From an optimization exercise on the open Yosys and OpenROAD flow, aimed at small area; shortcuts taken in it are not production practice.
The RTL was checked by simulation tests, not by an equivalence proof against the original design.
No run shown here takes its clock network from TritonCTS; it comes from the design's own scripts or RTL.
No driver is modelled on the clock port, so clock power and skew are understated where the tree is cut down; a real chip needs a root buffer or a tree.
Power is estimated from default activity; no workload was simulated.

`flow/design.v`:
```
module calendar_clock (
    input         clk,
    input         rst_n,
    input         tick,
    input         adj_min,
    input         adj_hr,
    input         day_add,
    input         month_add,
    input         year_add,
    input         set_min,
    input         set_hr,
    input         bell_en,
    output [7:0]  hour,
    output [7:0]  minute,
    output [7:0]  second,
    output [7:0]  day,
    output [7:0]  month,
    output [15:0] year,
    output        leap,
    output [2:0]  weekday,
    output        pulse_day,
    output [7:0]  alarm_hr,
    output [7:0]  alarm_min,
    output        alarm,
    output        chime
);
    function [3:0] inc10(input [3:0] u);
        inc10 = {u[3] ^ (u[0] & (u[3] | (u[1] & u[2]))),
                 u[2] ^ (u[0] & u[1]),
                 u[1] ^ (u[0] & ~u[3]),
                 ~u[0]};
    endfunction
    function [2:0] inc6(input [2:0] t);
        inc6 = {t[2] ^ (t[0] & (t[1] | t[2])),
                t[1] ^ (t[0] & ~t[2]),
                ~t[0]};
    endfunction
    function is9(input [3:0] u);
        is9 = u[3] & u[0];
    endfunction
    function is5(input [2:0] t);
        is5 = t[2] & t[0];
    endfunction
    reg [2:0] s_t, m_t, am_t;
    reg [3:0] s_u, m_u, am_u;
    reg [1:0] h_t, ah_t, d_t;
    reg [3:0] h_u, ah_u, d_u;
    reg [3:0] mo;                  
    reg [3:0] y3, y2, y1, y0;      
    wire s59   = is5(s_t) & is9(s_u);
    wire m59   = is5(m_t) & is9(m_u);
    wire h23   = h_t[1] & h_u[1] & h_u[0];
    wire ah23  = ah_t[1] & ah_u[1] & ah_u[0];
    assign pulse_day = h23 & m59 & s59;
    wire feb  = ~mo[3] & ~mo[2] & mo[1] & ~mo[0];
    wire l31  = mo[3] ^ mo[0];
    wire l30  = ~l31 & ~feb;
    wire l29  = feb & leap;
    wire l28  = feb & ~leap;
    wire dt3  = d_t[1] & d_t[0];
    wire dt2  = d_t[1] & ~d_t[0];
    wire day_ge = dt3 ? (~l31 | d_u[0]) : (dt2 & (l29 ? is9(d_u) : l28 & d_u[3]));
    wire day_eq = (l31 & dt3 & d_u[0]) | (l30 & dt3 & ~d_u[0]) |
                  (l29 & dt2 & is9(d_u)) | (l28 & dt2 & d_u[3] & ~d_u[0]);
    wire pulse_month = pulse_day & day_eq;
    wire pulse_year  = pulse_month & mo[3] & mo[2];
    wire y9999 = is9(y3) & is9(y2) & is9(y1) & is9(y0);
    wire en_min = tick & (adj_min | s59);
    wire en_hr  = tick & (adj_hr | (m59 & s59));
    wire en_day = tick & (pulse_day | day_add);
    wire en_mon = tick & (pulse_month | month_add);
    wire en_yr  = tick & (pulse_year | year_add);
    always @(posedge clk or negedge rst_n) begin
        if (!rst_n) begin
            s_t <= 3'd0; s_u <= 4'd0;
            m_t <= 3'd0; m_u <= 4'd0;
            h_t <= 2'd0; h_u <= 4'd0;
            am_t <= 3'd0; am_u <= 4'd0;
            ah_t <= 2'd0; ah_u <= 4'd0;
            d_t <= 2'd1; d_u <= 4'd2;
            mo  <= 4'd12;
            y3 <= 4'd2; y2 <= 4'd0; y1 <= 4'd2; y0 <= 4'd3;
        end else begin
            if (tick) begin
                s_u <= inc10(s_u);
                if (is9(s_u)) s_t <= inc6(s_t);
            end
            if (en_min) begin
                m_u <= inc10(m_u);
                if (is9(m_u)) m_t <= inc6(m_t);
            end
            if (en_hr) begin
                if (h23) begin
                    h_t <= 2'd0; h_u <= 4'd0;
                end else begin
                    h_u <= inc10(h_u);
                    if (is9(h_u)) h_t <= h_t + 2'd1;
                end
            end
            if (tick & set_min) begin
                am_u <= inc10(am_u);
                if (is9(am_u)) am_t <= inc6(am_t);
            end
            if (tick & set_hr) begin
                if (ah23) begin
                    ah_t <= 2'd0; ah_u <= 4'd0;
                end else begin
                    ah_u <= inc10(ah_u);
                    if (is9(ah_u)) ah_t <= ah_t + 2'd1;
                end
            end
            if (en_day) begin
                if (day_ge) begin
                    d_t <= 2'd0; d_u <= 4'd1;
                end else begin
                    d_u <= inc10(d_u);
                    if (is9(d_u)) d_t <= d_t + 2'd1;
                end
            end
            if (en_mon)
                mo <= (mo[3] & mo[2]) ? 4'd1 : mo + 4'd1;
            if (en_yr) begin
                y0 <= y9999 ? 4'd1 : inc10(y0);
                if (is9(y0)) y1 <= inc10(y1);
                if (is9(y0) & is9(y1)) y2 <= inc10(y2);
                if (is9(y0) & is9(y1) & is9(y2)) y3 <= inc10(y3);
            end
        end
    end
    assign second    = {1'b0, s_t, s_u};
    assign minute    = {1'b0, m_t, m_u};
    assign hour      = {2'b0, h_t, h_u};
    assign alarm_min = {1'b0, am_t, am_u};
    assign alarm_hr  = {2'b0, ah_t, ah_u};
    assign day       = {2'b0, d_t, d_u};
    wire mo_ten = mo[3] & (mo[2] | mo[1]);
    assign month     = {3'b0, mo_ten, mo[3] & ~mo_ten, mo[2] & ~mo_ten,
                        mo_ten ? mo[2] : mo[1], mo[0]};
    assign year      = {y3, y2, y1, y0};
    wire k4 = ~y0[0] & (y0[1] ~^ y1[0]);      
    wire j4 = ~y2[0] & (y2[1] ~^ y3[0]);      
    wire kz = (y1 == 4'd0) & (y0 == 4'd0);
    assign leap = k4 & (~kz | j4);
    assign alarm = bell_en & (alarm_hr == hour) & (alarm_min == minute);
    assign chime = m59 & is5(s_t) & s_u[0] & (s_u[3] | (s_u[2] & ~s_u[1]));
    reg [2:0] wd;
    assign weekday = wd;
    wire [2:0] dd = ~en_day ? 3'd0 :
                    ~day_ge ? 3'd1 :
                    d_t[0] ? {1'b1, ~d_u[0], d_u[0]} : {2'b00, ~d_u[0]};
    wire y99   = is9(y1) & is9(y0);
    wire k3    = y0[0] & (y0[1] ^ y1[0]);           
    wire j3    = y2[0] & (y2[1] ^ y3[0]);           
    wire leap1 = k3 & (~y99 | j3);
    wire lnew  = en_yr ? (leap1 & ~y9999) : leap;
    wire janfeb = ~mo[3] & ~mo[2] & ~(mo[1] & mo[0]);
    wire dec   = mo[3] & mo[2];
    wire [1:0] dm = ~en_mon ? 2'd0 :
                    feb ? {1'b0, lnew} :
                    dec ? {~lnew, lnew} :
                    l31 ? 2'd3 : 2'd2;
    wire [1:0] dy = ~en_yr ? 2'd0 :
                    y9999 ? 2'd3 :
                    {janfeb ? leap : leap1, ~(janfeb ? leap : leap1)};
    wire [4:0] wsum = wd + dd + dm + dy;
    wire [3:0] wf1  = wsum[4:3] + wsum[2:0];
    wire [2:0] wf2  = wf1[3] + wf1[2:0];
    wire [2:0] wd_next = (wf2 == 3'd7) ? 3'd0 : wf2;
    always @(posedge clk or negedge rst_n)
        if (!rst_n) wd <= 3'd2;         
        else        wd <= wd_next;
endmodule
```
`flow/flow/run.sh`:
```
#!/bin/bash
# Own flow: the standard synthesis; then the combinational logic between the
# (unchanged) registers is re-mapped by ABC for area with a few scripts, and
# the smallest result that is proven equal to the standard netlist is kept;
# then the standard layout, with port buffers of the smallest buffer cell
# and, if flow/cts_args.txt exists, those clock tree options.
set -euo pipefail
W=$(pwd)
F=$W/flow
R=$W/orfs/results/$FLOW_PLATFORM/calendar_clock/base
LIB=$FLOW_HOME/platforms/$FLOW_PLATFORM/lib/sky130_fd_sc_hd__tt_025C_1v80.lib
export BUFFER_PORTS_ARGS="-buffer_cell sky130_fd_sc_hd__buf_1"
export PRE_CTS_TCL=$F/pre_cts.tcl
if [[ -f $F/cts_args.txt ]]; then
  export CTS_ARGS="$(cat $F/cts_args.txt)"
fi

bash standard.sh synth > $W/standard_synth.log 2>&1
cp $R/1_2_yosys.v $W/synth_standard.v

DU=$(sed -n '/DONT_USE_CELLS/,/^$/p' $FLOW_HOME/platforms/$FLOW_PLATFORM/config.mk | grep -o 'sky130_fd_sc_hd__[a-z0-9_]*' | sed 's/^/-dont_use /' | tr '\n' ' ')

remap() {   # remap N: re-map with flow/remapN.abc into synth_remapN.v
  local n=$1
  cat > $W/remap$n.ys <<EOY
read_liberty -ignore_miss_func $LIB
read_verilog $W/synth_standard.v
hierarchy -top $FLOW_TOP
blackbox sky130_fd_sc_hd__df*
flatten
rename -hide w:* i:* o:* %u %d
opt_clean
abc -liberty $LIB -script $F/remap$n.abc $DU
opt_clean -purge
hilomap -hicell sky130_fd_sc_hd__conb_1 HI -locell sky130_fd_sc_hd__conb_1 LO
splitnets
opt_clean -purge
hierarchy -top $FLOW_TOP
tee -o $W/remap${n}_stat.txt stat -liberty $LIB
write_verilog -noattr -nohex -nodec $W/synth_remap$n.v
EOY
  yosys -s $W/remap$n.ys > $W/remap$n.log 2>&1 || true
}

equal() {   # equal FILE: prove FILE equal to the standard netlist
  local n=$1
  cat > $W/remap${n}_eq.ys <<EOY
read_liberty -ignore_miss_func $LIB
read_verilog $W/synth_standard.v
rename $FLOW_TOP gold
read_verilog $W/synth_remap$n.v
rename $FLOW_TOP gate
flatten gold gate
rename -hide gold/w:* gold/i:* gold/o:* %u %d
rename -hide gate/w:* gate/i:* gate/o:* %u %d
opt_clean
async2sync
equiv_make gold gate eq
hierarchy -top eq
equiv_simple -seq 2
equiv_induct -seq 2
equiv_status -assert
EOY
  yosys -s $W/remap${n}_eq.ys > $W/remap${n}_eq.log 2>&1
}

N=$(ls $F/remap*.abc | wc -l)
export -f remap
export W F LIB DU FLOW_TOP
seq 1 $N | xargs -P ${NUM_CORES:-4} -I{} bash -c 'remap {}'
: > $W/remap_choice.txt
for n in $(seq 1 $N); do
  a=$(grep -s 'Chip area' $W/remap${n}_stat.txt | awk '{print $NF}' || true)
  [[ -n "$a" && -f $W/synth_remap$n.v ]] && echo "$a $n" >> $W/remap_choice.txt
done
chosen=""
for n in $(sort -g $W/remap_choice.txt | awk '{print $2}'); do
  if equal $n; then chosen=$n; break; fi
done
if [[ -n "$chosen" ]]; then
  echo "chosen: remap$chosen" >> $W/remap_choice.txt
  cp $W/synth_remap$chosen.v $R/1_2_yosys.v
  touch $R/1_2_yosys.v
else
  echo "none proven equal; keeping the standard netlist" >> $W/remap_choice.txt
fi

bash standard.sh > $W/standard_layout.log 2>&1
```
`flow/flow/pre_cts.tcl`:
```
# Clock tree built here instead of by clock_tree_synthesis: the flip-flops
# are split into four groups by position (halves in x, then halves in y)
# and each group is driven by one clock buffer placed at its centre; the
# four buffers are fed by the clock port.
set block [ord::get_db_block]
set db [ord::get_db]
set clknet [$block findNet clk]
set items {}
foreach it [$clknet getITerms] {
  set loc [[$it getInst] getLocation]
  lappend items [list [lindex $loc 0] [lindex $loc 1] $it]
}
set n [llength $items]
set byx [lsort -integer -index 0 $items]
set h [expr {$n / 2}]
set groups {}
foreach half [list [lrange $byx 0 [expr {$h - 1}]] [lrange $byx $h end]] {
  set byy [lsort -integer -index 1 $half]
  set m [expr {[llength $byy] / 2}]
  lappend groups [lrange $byy 0 [expr {$m - 1}]] [lrange $byy $m end]
}
set master [$db findMaster sky130_fd_sc_hd__clkbuf_8]
set i 0
foreach g $groups {
  set sx 0
  set sy 0
  foreach e $g {
    incr sx [lindex $e 0]
    incr sy [lindex $e 1]
  }
  set cx [expr {$sx / [llength $g]}]
  set cy [expr {$sy / [llength $g]}]
  set buf [odb::dbInst_create $block $master clkbuf_leaf_$i]
  set net [odb::dbNet_create $block clknet_leaf_$i]
  $net setSigType CLOCK
  [$buf findITerm A] connect $clknet
  [$buf findITerm X] connect $net
  foreach e $g {
    set it [lindex $e 2]
    $it disconnect
    $it connect $net
  }
  $buf setLocation $cx $cy
  $buf setPlacementStatus PLACED
  puts "clock buffer clkbuf_leaf_$i drives [llength $g] flip-flops"
  incr i
}
$clknet setSigType CLOCK
global_connect
rename clock_tree_synthesis __cts_not_used
proc clock_tree_synthesis { args } {
  puts "clock tree built by flow/pre_cts.tcl"
  set_propagated_clock [all_clocks]
}
```
`flow/flow/remap1.abc`:
```
strash
&get -n
&deepsyn -S 0 -T 20
&put
dch -f
amap
mfs3 -a
strash
&get -n
&deepsyn -S 0 -T 20
&put
dch -f
amap
```
`flow/standard.sh`:
```
#!/bin/bash
# synth_recipe.tcl (not shown) runs the flow's synth.tcl, then flattens the netlist and writes it again
# the make line also repeats each setting of config.mk as NAME=value (left out here)
make -C /OpenROAD-flow-scripts/flow DESIGN_CONFIG=/design/flow/config.mk WORK_HOME=/design/flow/orfs CLKGATE_MAP_FILE= SYNTH_SCRIPT=/design/flow/synth_recipe.tcl "${@:-finish}"
```
`flow/config.mk`:
```
export PLATFORM = sky130hd
export DESIGN_NAME = calendar_clock
export DESIGN_NICKNAME = calendar_clock
export VERILOG_FILES = /design/flow/design.v
export SDC_FILE = /design/flow/constraint.sdc
export NUM_CORES = 4
export LEC_CHECK = 0
export ABC_AREA = 1
export CAP_MARGIN = 20
export CORE_MARGIN = 2
export CORE_UTILIZATION = 40
export CTS_BUF_LIST = sky130_fd_sc_hd__clkbuf_2 sky130_fd_sc_hd__clkbuf_4
export PLACE_DENSITY = 0.6
export SLEW_MARGIN = 20
```
`flow/constraint.sdc`:
```
create_clock -name core_clock -period 24.0 [get_ports {clk}]
set_input_delay 4.8000 -clock core_clock [delete_from_list [all_inputs] [get_ports {clk}]]
set_output_delay 4.8000 -clock core_clock [all_outputs]
set_load 0.01 [all_outputs]
```
==> notes.md, run 1 <==
via count 2916; commonest non-fill, non-tap cell in the layout nor2_1; die height 92.8 um; Slew headroom 47.2%; # hold bufs at CTS 0; Syn Inst Count 398; nets@finish 493; max cap viols 0; setup TNS 0 ns; critical path type primary input to output port; Critical Path Fanout Max 1; DR iter-0 viols 74; WL/cell 12.6 um; Placer Congestion 0.850; first-pass GRT wire length 12500 um; Syn Nets 409; antenna-violating nets left 0; CP Data Required Time 19.20 ns; Peak VDD IR 57.4 uV; share of post-route cells with drive strength above 1 3.13%; leak pwr 1.42 nW; antenna diode count 0; Resized Gates After CTS 0; detailed-route DRC error count 0; Final Hold Fails 0; # setup viols final 0; initial antenna violation count 0; Mean Syn Cell Area 7.93 um2; core area 7690 um2; part of the cycle the worst path needs 44.2%; Place WS 13.40 ns; fmax 94.3 MHz; GRT Total Usage 17.2%; vias in the first global route 2716; CP Capture Type output port; yosys warns 1; Worst setup SP type primary input; Die Area 8620 um2; largest net degree at the start of global routing 63; Skew-Pair Late Insertion Delay 0.16 ns; RSZ-0062 raised after global routing false; drt pass-1 iters 4; Layout Skew 0.0117 ns; port bufs 77; DR vias/cell 5.01; Max Slew Vio Count 0; Worst-Margin Slew 0.792 ns; Final min period 10.60 ns; worst setup margin 13.40 ns; commonest non-fill, non-tap cells in the layout 84 x nor2_1, 76 x buf_1, 54 x clkinv_1; area growth from synthesis to layout 15.2%; num ports 90; Final HPWL DP 5660 um; outcome finished clean; final WL 7340 um; cell row count 32; area of the mapped netlist 3160 um2; Post-CTS Setup Bufs 0; gr ovfl total 0; Hold Path Class flop to flop; Die X 92.8 um; clk slew on worst S/H paths 0.11 ns; Arr. time, crit path 5.80 ns; Starting Density 41.1%; PwrDens 124 nW/um2
[metrics by stage]
stage	cell area, um2	std cells	util (%)	hold WS (ns)	power (mW)
CTS	3640	582	47.3	0.524	0.454
detailed placement	3580	578	46.6	0.507	0.410
global route	3640	582	47.3	0.544	0.495
global placement	3580	578	46.6	0.507	0.408
floorplan	3160	398	-	0.495	0.338
finish	3640	582	47.3	0.521	0.451
[final cells by class]
cell class / count / area, um2
well taps: 102 / 128
repair buffers: 78 / 298
flip-flops and latches: 62 / 1560
inverters: 54 / 203
multi-input cells: 282 / 1390
fillers: 820 / 4050
plain buffers: 4 / 55.1
[worst paths after layout]
kind | depth (start not counted) | endpoint | slack (ns) | from
min in group asynchronous | 2 | y2[0]$_DFFE_PN0P_ | 4.79 | rst_n
max in group asynchronous | 2 | am_u[2]$_DFFE_PN0P_ | 18.68 | rst_n
worst min-delay path | 2 | mo[2]$_DFFE_PN1P_ | 0.52 | mo[2]$_DFFE_PN1P_
worst max-delay path | 5 | alarm | 13.40 | bell_en
worst min register to register | 2 | mo[2]$_DFFE_PN1P_ | 0.52 | mo[2]$_DFFE_PN1P_
worst max register to register | 28 | wd[2]$_DFF_PN0_ | 18.57 | y3[0]$_DFFE_PN0P_
[critical path, cell delays in order]
cell	delay [ns]
buf_1	0.06
o21ai_0	0.07
or4_1	0.40
nor4b_1	0.29
buf_1	0.19
[where the power goes]
group          internal [mW]  switching, mW
clock network         0.0155         0.0278
logic                 0.0746          0.130
registers              0.153         0.0502
total                  0.243          0.208
[metal layers]
metal | wire length, um | track usage [%] | part of all wire [%] | vias up
li1 | - | - | - | 1512
met1 | 3510 | 24.2 | 48 | 1329
met2 | 3370 | 29.8 | 46 | 67
met3 | 343 | 1.63 | 4.7 | 8
met4 | 114 | 2.21 | 1.6 | 0
met5 | 0 | 0 | 0 | -
==> inputs of run 2 (changes only) <==
--- a/flow/flow/run.sh
+++ b/flow/flow/run.sh
@@ -3,7 +3,8 @@
 # (unchanged) registers is re-mapped by ABC for area with a few scripts, and
 # the smallest result that is proven equal to the standard netlist is kept;
 # then the standard layout, with port buffers of the smallest buffer cell
-# and, if flow/cts_args.txt exists, those clock tree options.
+# and, if flow/cts_args.txt exists, those clock tree options. The constant
+# outputs share one tie cell (hilomap -singleton, no tie fanout repair).
 set -euo pipefail
 W=$(pwd)
 F=$W/flow
@@ -11,6 +12,7 @@
 LIB=$FLOW_HOME/platforms/$FLOW_PLATFORM/lib/sky130_fd_sc_hd__tt_025C_1v80.lib
 export BUFFER_PORTS_ARGS="-buffer_cell sky130_fd_sc_hd__buf_1"
 export PRE_CTS_TCL=$F/pre_cts.tcl
+export SKIP_REPAIR_TIE_FANOUT=1
 if [[ -f $F/cts_args.txt ]]; then
   export CTS_ARGS="$(cat $F/cts_args.txt)"
 fi
@@ -32,7 +34,7 @@
 opt_clean
 abc -liberty $LIB -script $F/remap$n.abc $DU
 opt_clean -purge
-hilomap -hicell sky130_fd_sc_hd__conb_1 HI -locell sky130_fd_sc_hd__conb_1 LO
+hilomap -singleton -hicell sky130_fd_sc_hd__conb_1 HI -locell sky130_fd_sc_hd__conb_1 LO
 splitnets
 opt_clean -purge
 hierarchy -top $FLOW_TOP
==> notes.md, run 2 <==
Critical Path Fanout Max 1 (unchanged); commonest non-fill, non-tap cell in the layout nor2_1; antenna-violating nets left 0 (unchanged); design area 3560 um2 (-2.1%); Syn Nets 388 (-5.1%); Starting Density 40.5% (-0.55 points); fin cells 561 (-3.6%); Place WS 13.39 ns (-0.00690 ns); Final Hold Fails 0 (unchanged); GRT Total Usage 17.0% (-0.23 points); core area 7610 um2 (-1.0%); CP Capture Type output port; PwrDens 129 nW/um2 (+4.1%); yosys warns 1 (unchanged); area of the mapped netlist 3080 um2 (-2.4%); detailed-route DRC error count 0 (unchanged); Final HPWL DP 5490 um (-3.0%); fillers 811 (-1.1%); num ports 90 (unchanged); final WL 7160 um (-2.5%); RSZ-0062 raised after global routing false; Final min period 10.60 ns (-0.00680 ns); leak pwr 1.37 nW (-3.7%); Slew headroom 47.2% (about the same); initial antenna violation count 0 (unchanged); Placed Cells 557 (-3.6%); CP Data Required Time 19.20 ns (about the same); share of post-route cells with drive strength above 1 3.27% (+0.14 points); cell row count 32 (unchanged); antenna diode count 0 (unchanged); Post-CTS Setup Bufs 0 (unchanged); part of the cycle the worst path needs 44.2% (about the same); # hold bufs at CTS 0 (unchanged); fmax 94.4 MHz (about the same); die height 91.8 um (-1.1%); drt pass-1 iters 4 (unchanged); area growth from synthesis to layout 15.6%; commonest non-fill, non-tap cells in the layout 79 x nor2_1, 76 x buf_1, 53 x clkinv_1, 53 x dfrtp_1, 35 x nand2_1; first-pass GRT wire length 12000 um (-3.3%); nets@finish 472 (-4.3%); vias in the first global route 2528 (-6.9%); Syn Inst Count 377 (-5.3%); Peak VDD IR 61.9 uV (+7.9%); via count 2813 (-3.5%); port bufs 77 (unchanged); largest net degree at the start of global routing 63 (unchanged); Mean Syn Cell Area 8.17 um2 (+3.1%); setup TNS 0 ns (unchanged); clk slew on worst S/H paths 0.09 ns (-0.02 ns); Skew-Pair Late Insertion Delay 0.16 ns (about the same); Resized Gates After CTS 0 (unchanged); worst setup margin 13.40 ns (+0.00680 ns); Placer Congestion 0.810 (-4.7%); # setup viols final 0 (unchanged); gr ovfl total 0 (unchanged); Die X 91.8 um (-1.1%); Arr. time, crit path 5.80 ns (about the same); DR vias/cell 5.01 (about the same); DR iter-0 viols 103 (+39%); Worst-Margin Slew 0.793 ns (+0.000234 ns); Layout Skew 0.0140 ns (+0.00226 ns); dpl cell area 3510 um2 (-2.1%); WL/cell 12.8 um (+1.1%); Hold Path Class flop to flop; Die Area 8420 um2 (-2.3%); critical path type primary input to output port; Max Slew Vio Count 0 (unchanged); Worst setup SP type primary input; outcome finished clean; max cap viols 0 (unchanged)
[run 2: final cells by class]
type / instances / area, um2 / area share (%)
repair buffers: 78 / 298 / 8.36
well taps: 102 / 128 / 3.58
multi-input cells: 262 / 1320 / 37.1
plain buffers: 4 / 55.1 / 1.55
inverters: 53 / 199 / 5.58
flip-flops and latches: 62 / 1560 / 43.9
[run 2: worst max-delay path, stage by stage]
cell and delay (ns):
buf_1 0.06, o21ai_0 0.09, or4_1 0.41, nor4_1 0.25
buf_1 0.18
[run 2: stage by stage]
stage	hold WS, ns	total power [mW]	utilization (%)
floorplan	0.500	0.346	-
global placement	0.486	0.415	46.1
detailed placement	0.491	0.420	46.1
CTS	0.505	0.464	46.8
global route	0.549	0.506	46.8
finish	0.498	0.459	46.8
[run 2: path summary, 6_finish.rpt]
kind | start | endpoint | slack, ns | depth (start not counted)
setup reg to reg | y3[0]$_DFFE_PN0P_ | wd[1]$_DFF_PN1_ | 18.60 | 29
hold reg to reg | y1[2]$_DFFE_PN0P_ | y1[2]$_DFFE_PN0P_ | 0.50 | 1
setup / recovery | bell_en | alarm | 13.40 | 5
max in group asynchronous | rst_n | ah_t[0]$_DFFE_PN0P_ | 18.68 | 2
hold / removal | y1[2]$_DFFE_PN0P_ | y1[2]$_DFFE_PN0P_ | 0.50 | 1
min in group asynchronous | rst_n | mo[0]$_DFFE_PN0P_ | 4.79 | 2
[run 2: report_power, final]
group / switching [mW] / internal [mW] / leakage (nW)
clock network: 0.0275 / 0.0155 / 0.0288
registers: 0.0524 / 0.155 / 0.707
logic: 0.131 / 0.0781 / 0.634
total: 0.211 / 0.249 / 1.37
[run 2: per-layer routing]
metal  GRT usage [%]  wire (um)  vias to the layer above
met1            26.1       3570                     1262
li1                -          -                     1477
met3           0.904        352                        5
met5               0          0                        -
met2            27.4       3130                       69
met4            2.24        102                        0
==> inputs of run 3 (changes only) <==
--- a/flow/flow/pre_cts.tcl
+++ b/flow/flow/pre_cts.tcl
@@ -19,7 +19,7 @@
   set m [expr {[llength $byy] / 2}]
   lappend groups [lrange $byy 0 [expr {$m - 1}]] [lrange $byy $m end]
 }
-set master [$db findMaster sky130_fd_sc_hd__clkbuf_8]
+set master [$db findMaster sky130_fd_sc_hd__buf_6]
 set i 0
 foreach g $groups {
   set sx 0
==> notes.md, run 3 <==
Final min period 10.60 ns (+0.000300 ns); port bufs 77 (unchanged); worst setup margin 13.40 ns (-0.000300 ns); num ports 90 (unchanged); drt pass-1 iters 4 (unchanged); Starting Density 40.5% (unchanged); commonest non-fill, non-tap cell in the layout nor2_1; Final HPWL DP 5490 um (unchanged); first-pass GRT wire length 12100 um (+0.12%); leak pwr 1.37 nW (-0.33%); fillers 810 (-0.12%); via count 2812 (-0.036%); part of the cycle the worst path needs 44.2% (about the same); Arr. time, crit path 5.80 ns (about the same); max cap viols 0 (unchanged); Layout Skew 0.00892 ns (-0.00507 ns); nets@finish 472 (unchanged); antenna diode count 0 (unchanged); # hold bufs at CTS 0 (unchanged); Syn Nets 388 (unchanged); CP Capture Type output port; detailed-route DRC error count 0 (unchanged); clk slew on worst S/H paths 0.10 ns (about the same); DR vias/cell 5.01 (about the same); Skew-Pair Late Insertion Delay 0.14 ns (-0.02 ns); GRT Total Usage 17.0% (+0.018 points); CP Data Required Time 19.20 ns (about the same); gr ovfl total 0 (unchanged); Die Area 8420 um2 (unchanged); Reg area 1560 um2 (unchanged); Hold Path Class flop to flop; antenna-violating nets left 0 (unchanged); WL/cell 12.8 um (+0.17%); critical path type primary input to output port; core area 7610 um2 (unchanged); Resized Gates After CTS 0 (unchanged); Highest Signal Layer met4; setup TNS 0 ns (unchanged); Multi-input gate area 1320 um2 (unchanged); Worst setup SP type primary input; fmax 94.4 MHz (about the same); final WL 7170 um (+0.17%); initial antenna violation count 0 (unchanged); Place WS 13.39 ns (unchanged); Slew headroom 47.2% (+0.067 points); RSZ-0062 raised after global routing false; DR iter-0 viols 90 (-13%); die height 91.8 um (unchanged); cell row count 32 (unchanged); Worst-Margin Slew 0.792 ns (-0.00101 ns); met2 wire len 3130 um (about the same); PwrDens 129 nW/um2 (about the same); area growth from synthesis to layout 15.3%; yosys warns 1 (unchanged); Mean Syn Cell Area 8.17 um2 (unchanged); commonest non-fill, non-tap cells in the layout 79 x nor2_1, 76 x buf_1, 53 x clkinv_1, 53 x dfrtp_1, 35 x nand2_1; Max Slew Vio Count 0 (unchanged); Peak VDD IR 60.6 uV (-2.1%); met3 routed WL 336 um (-4.5%); largest net degree at the start of global routing 63 (unchanged); Die X 91.8 um (unchanged); outcome finished clean; share of post-route cells with drive strength above 1 3.27% (unchanged); Critical Path Fanout Max 1 (unchanged); # setup viols final 0 (unchanged); area of the mapped netlist 3080 um2 (unchanged); Syn Inst Count 377 (unchanged); Metal-1 WL 3610 um (+1.1%); Placer Congestion 0.810 (unchanged); Final Hold Fails 0 (unchanged); vias in the first global route 2547 (+0.75%); Post-CTS Setup Bufs 0 (unchanged)
run 3: metal layers:
| metal | vias to the layer above | track usage [%] |
|---|---|---|
| li1 | 1476 | - |
| met1 | 1263 | 26.2 |
| met2 | 67 | 27.4 |
| met3 | 6 | 0.904 |
| met4 | 0 | 2.11 |
| met5 | - | 0 |
run 3: cell type report:
cell class	instances	area share, %
Sequential cell	62	44.0
Multi-Input combinational cell	262	37.2
Inverter	53	5.60
Tap cell	102	3.59
Buffer	4	1.27
Timing Repair Buffer	78	8.38
run 3: worst paths after layout:
| kind | startpoint | end | slack [ns] | cells past startpoint |
|---|---|---|---|---|
| worst max-delay path | bell_en | alarm | 13.40 | 5 |
| max in group asynchronous | rst_n | ah_t[0]$_DFFE_PN0P_ | 18.67 | 2 |
| min in group asynchronous | rst_n | mo[0]$_DFFE_PN0P_ | 4.81 | 2 |
| worst min-delay path | y1[2]$_DFFE_PN0P_ | y1[2]$_DFFE_PN0P_ | 0.50 | 1 |
| worst max register to register | y3[0]$_DFFE_PN0P_ | wd[1]$_DFF_PN1_ | 18.60 | 29 |
| worst min register to register | y1[2]$_DFFE_PN0P_ | y1[2]$_DFFE_PN0P_ | 0.50 | 1 |
run 3: critical path: stages:
cell and delay [ns]:
buf_1 0.06, o21ai_0 0.09, or4_1 0.41, nor4_1 0.25, buf_1 0.18
run 3: stage by stage:
stage | hold WS [ns] | utilization [%] | power (mW) | instances | instance area, um2
after floorplan | 0.500 | - | 0.346 | 377 | 3080
after global placement | 0.486 | 46.1 | 0.415 | 557 | 3510
after detailed placement | 0.491 | 46.1 | 0.420 | 557 | 3510
after CTS | 0.506 | 46.7 | 0.462 | 561 | 3550
after global routing | 0.551 | 46.7 | 0.504 | 561 | 3550
final | 0.500 | 46.7 | 0.458 | 561 | 3550
run 3: power by group:
| group | total [mW] | internal, mW | switching [mW] |
|---|---|---|---|
| Combinational | 0.209 | 0.0781 | 0.131 |
| Sequential | 0.207 | 0.155 | 0.0524 |
| Clock | 0.0416 | 0.0135 | 0.0281 |
==> inputs of run 4 (changes only) <==
--- a/flow/flow/run.sh
+++ b/flow/flow/run.sh
@@ -3,19 +3,17 @@
 # (unchanged) registers is re-mapped by ABC for area with a few scripts, and
 # the smallest result that is proven equal to the standard netlist is kept;
 # then the standard layout, with port buffers of the smallest buffer cell
-# and, if flow/cts_args.txt exists, those clock tree options. The constant
-# outputs share one tie cell (hilomap -singleton, no tie fanout repair).
+# and the clock tree of flow/pre_cts.tcl (four clock buffers, each driving a
+# quarter of the flip-flops). The constant outputs share one tie cell
+# (hilomap -singleton, no tie fanout repair).
 set -euo pipefail
 W=$(pwd)
 F=$W/flow
 R=$W/orfs/results/$FLOW_PLATFORM/calendar_clock/base
 LIB=$FLOW_HOME/platforms/$FLOW_PLATFORM/lib/sky130_fd_sc_hd__tt_025C_1v80.lib
 export BUFFER_PORTS_ARGS="-buffer_cell sky130_fd_sc_hd__buf_1"
+export SKIP_REPAIR_TIE_FANOUT=1
 export PRE_CTS_TCL=$F/pre_cts.tcl
-export SKIP_REPAIR_TIE_FANOUT=1
-if [[ -f $F/cts_args.txt ]]; then
-  export CTS_ARGS="$(cat $F/cts_args.txt)"
-fi
 
 bash standard.sh synth > $W/standard_synth.log 2>&1
 cp $R/1_2_yosys.v $W/synth_standard.v
--- a/flow/flow/pre_cts.tcl
+++ b/flow/flow/pre_cts.tcl
@@ -19,7 +19,7 @@
   set m [expr {[llength $byy] / 2}]
   lappend groups [lrange $byy 0 [expr {$m - 1}]] [lrange $byy $m end]
 }
-set master [$db findMaster sky130_fd_sc_hd__buf_6]
+set master [$db findMaster sky130_fd_sc_hd__clkbuf_8]
 set i 0
 foreach g $groups {
   set sx 0
==> flow/flow/remap10.abc (new file) <==
strash
&get -n
&deepsyn -S 9 -T 20
&put
dch -f
amap
mfs3 -a
strash
&get -n
&deepsyn -S 9 -T 20
&put
dch -f
amap
==> flow/flow/remap11.abc (new file) <==
strash
&get -n
&deepsyn -S 10 -T 20
&put
dch -f
amap
mfs3 -a
strash
&get -n
&deepsyn -S 10 -T 20
&put
dch -f
amap
==> flow/flow/remap12.abc (new file) <==
strash
&get -n
&deepsyn -S 11 -T 20
&put
dch -f
amap
mfs3 -a
strash
&get -n
&deepsyn -S 11 -T 20
&put
dch -f
amap
==> flow/flow/remap13.abc (new file) <==
strash
&get -n
&deepsyn -S 12 -T 20
&put
dch -f
amap
mfs3 -a
strash
&get -n
&deepsyn -S 12 -T 20
&put
dch -f
amap
==> flow/flow/remap14.abc (new file) <==
strash
&get -n
&deepsyn -S 13 -T 20
&put
dch -f
amap
mfs3 -a
strash
&get -n
&deepsyn -S 13 -T 20
&put
dch -f
amap
==> flow/flow/remap15.abc (new file) <==
strash
&get -n
&deepsyn -S 14 -T 20
&put
dch -f
amap
mfs3 -a
strash
&get -n
&deepsyn -S 14 -T 20
&put
dch -f
amap
==> flow/flow/remap16.abc (new file) <==
strash
&get -n
&deepsyn -S 15 -T 20
&put
dch -f
amap
mfs3 -a
strash
&get -n
&deepsyn -S 15 -T 20
&put
dch -f
amap
==> flow/flow/remap2.abc (new file) <==
strash
&get -n
&deepsyn -S 1 -T 20
&put
dch -f
amap
mfs3 -a
strash
&get -n
&deepsyn -S 1 -T 20
&put
dch -f
amap
==> flow/flow/remap3.abc (new file) <==
strash
&get -n
&deepsyn -S 2 -T 20
&put
dch -f
amap
mfs3 -a
strash
&get -n
&deepsyn -S 2 -T 20
&put
dch -f
amap
==> flow/flow/remap4.abc (new file) <==
strash
&get -n
&deepsyn -S 3 -T 20
&put
dch -f
amap
mfs3 -a
strash
&get -n
&deepsyn -S 3 -T 20
&put
dch -f
amap
==> flow/flow/remap5.abc (new file) <==
strash
&get -n
&deepsyn -S 4 -T 20
&put
dch -f
amap
mfs3 -a
strash
&get -n
&deepsyn -S 4 -T 20
&put
dch -f
amap
==> flow/flow/remap6.abc (new file) <==
strash
&get -n
&deepsyn -S 5 -T 20
&put
dch -f
amap
mfs3 -a
strash
&get -n
&deepsyn -S 5 -T 20
&put
dch -f
amap
==> flow/flow/remap7.abc (new file) <==
strash
&get -n
&deepsyn -S 6 -T 20
&put
dch -f
amap
mfs3 -a
strash
&get -n
&deepsyn -S 6 -T 20
&put
dch -f
amap
==> flow/flow/remap8.abc (new file) <==
strash
&get -n
&deepsyn -S 7 -T 20
&put
dch -f
amap
mfs3 -a
strash
&get -n
&deepsyn -S 7 -T 20
&put
dch -f
amap
==> flow/flow/remap9.abc (new file) <==
strash
&get -n
&deepsyn -S 8 -T 20
&put
dch -f
amap
mfs3 -a
strash
&get -n
&deepsyn -S 8 -T 20
&put
dch -f
amap
==> notes.md, run 4 <==
outcome finished clean; setup TNS 0 ns (unchanged); vias in the first global route 2528 (-0.75%); Post-CTS Setup Bufs 0 (unchanged); commonest non-fill, non-tap cells in the layout 79 x nor2_1, 76 x buf_1, 53 x clkinv_1, 53 x dfrtp_1, 35 x nand2_1; part of the cycle the worst path needs 44.2% (about the same); final WL 7160 um (-0.17%); area of the mapped netlist 3080 um2 (unchanged); die height 91.8 um (unchanged); critical path type primary input to output port; clk slew on worst S/H paths 0.09 ns (about the same); antenna-violating nets left 0 (unchanged); Critical Path Fanout Max 1 (unchanged); Final HPWL DP 5490 um (unchanged); drt pass-1 iters 4 (unchanged); area growth from synthesis to layout 15.6%; Placed Cells 557 (unchanged); DR vias/cell 5.01 (about the same); num ports 90 (unchanged); Slew headroom 47.2% (-0.067 points); core area 7610 um2 (unchanged); max cap viols 0 (unchanged); PwrDens 129 nW/um2 (about the same); port bufs 77 (unchanged); Mean Syn Cell Area 8.17 um2 (unchanged); fmax 94.4 MHz (about the same); # hold bufs at CTS 0 (unchanged); nets@finish 472 (unchanged); Resized Gates After CTS 0 (unchanged); RSZ-0062 raised after global routing false; total power draw 0.459 mW (+0.28%); Arr. time, crit path 5.80 ns (about the same); yosys warns 1 (unchanged); Placer Congestion 0.810 (unchanged); r2r worst-path depth 29 (unchanged); Worst-Margin Slew 0.793 ns (+0.00101 ns); CP Data Required Time 19.20 ns (about the same); Skew-Pair Late Insertion Delay 0.16 ns (+0.02 ns); WL/cell 12.8 um (-0.17%); Syn Nets 388 (unchanged); via count 2813 (+0.036%); gr ovfl total 0 (unchanged); share of post-route cells with drive strength above 1 3.27% (unchanged); fillers 811 (+0.12%); Max Slew Vio Count 0 (unchanged); largest net degree at the start of global routing 63 (unchanged); Final Util 46.8% (+0.13 points); DR iter-0 viols 103 (+14%); CP Capture Type output port; antenna diode count 0 (unchanged); Die X 91.8 um (unchanged); fin cells 561 (unchanged); Syn Inst Count 377 (unchanged); cell row count 32 (unchanged); Hold Path Cell Cnt 1 (unchanged); Final min period 10.60 ns (-0.000300 ns); first-pass GRT wire length 12000 um (-0.12%); Starting Density 40.5% (unchanged); Worst setup SP type primary input; leak pwr 1.37 nW (+0.33%); dpl cell area 3510 um2 (unchanged); # setup viols final 0 (unchanged); initial antenna violation count 0 (unchanged); Final Hold Fails 0 (unchanged); Peak VDD IR 61.9 uV (+2.1%); commonest non-fill, non-tap cell in the layout nor2_1; GRT Total Usage 17.0% (-0.018 points); detailed-route DRC error count 0 (unchanged); Layout Skew 0.0140 ns (+0.00507 ns); Hold Path Class flop to flop; design area 3560 um2 (+0.28%); Die Area 8420 um2 (unchanged)
[run 4: cell count changes in the layout (fill, tap and decap cells not counted), sizes merged]
| cell | before | now |
|---|---|---|
| buf | 81 | 77 |
| clkbuf | 1 | 5 |
[run 4: metal layers]
layer	track usage, %	up-vias	part of all wire (%)
met3	0.904	5	4.9
li1	-	1477	-
met4	2.24	0	1.4
met1	26.1	1262	50
met5	0	-	0
met2	27.4	69	44
[run 4: final timing paths]
check,startpoint,to,slack [ns]
setup / recovery,bell_en,alarm,13.40
hold / removal,y1[2]$_DFFE_PN0P_,y1[2]$_DFFE_PN0P_,0.50
min in group asynchronous,rst_n,mo[0]$_DFFE_PN0P_,4.79
setup reg to reg,y3[0]$_DFFE_PN0P_,wd[1]$_DFF_PN1_,18.60
max in group asynchronous,rst_n,ah_t[0]$_DFFE_PN0P_,18.68
hold reg to reg,y1[2]$_DFFE_PN0P_,y1[2]$_DFFE_PN0P_,0.50
[run 4: layout make-up]
cell class                 instances  area [um2]  area share, %
sequential                        62        1560           43.9
buffer                             4        55.1           1.55
tap                              102         128           3.58
multi-input combinational        262        1320           37.1
inverter                          53         199           5.58
timing repair buffer              78         298           8.36
[run 4: metrics by stage]
stage,setup slack (ns),hold slack (ns)
after floorplan,13.54,0.500
after global placement,13.38,0.486
after detailed placement,13.39,0.491
after CTS,13.38,0.505
after global routing,13.30,0.549
final,13.40,0.498
[run 4: report_power, final]
group | internal, mW | switching [mW] | leakage (nW)
sequential | 0.155 | 0.0524 | 0.707
clock | 0.0155 | 0.0275 | 0.0288
combinational | 0.0781 | 0.131 | 0.634
[run 4: critical path: stages]
cell     delay [ns]
buf_1          0.06
o21ai_0        0.09
or4_1          0.41
nor4_1         0.25
buf_1          0.18

==> re-timing with driven ports <==
The results above use ideal ports. As a check the final layouts listed here were re-extracted and re-timed, cells and wires unchanged. Step 1 sets driving cells, clkbuf_16 on the clock port and buf_2 on the other inputs (assumed; they add their load-dependent delay and slew). Step 2 also shifts input and output timing later by t, the mid clock arrival at the registers, as if the neighbouring blocks saw the same clock. Three values: ideal ports, drivers, drivers and shift; two values: the first two.
run	shift t [ns]	setup WS [ns]	clock arrival spread, ns
run 1	0.218	13.396 / 13.373 / 13.373	0.012 / 0.012
run 2	0.217	13.403 / 13.379 / 13.379	0.014 / 0.014
run 3	0.198	13.403 / 13.379 / 13.379	0.009 / 0.009
run 4	0.217	13.403 / 13.379 / 13.379	0.014 / 0.014
After both steps every run listed still meets setup and hold.
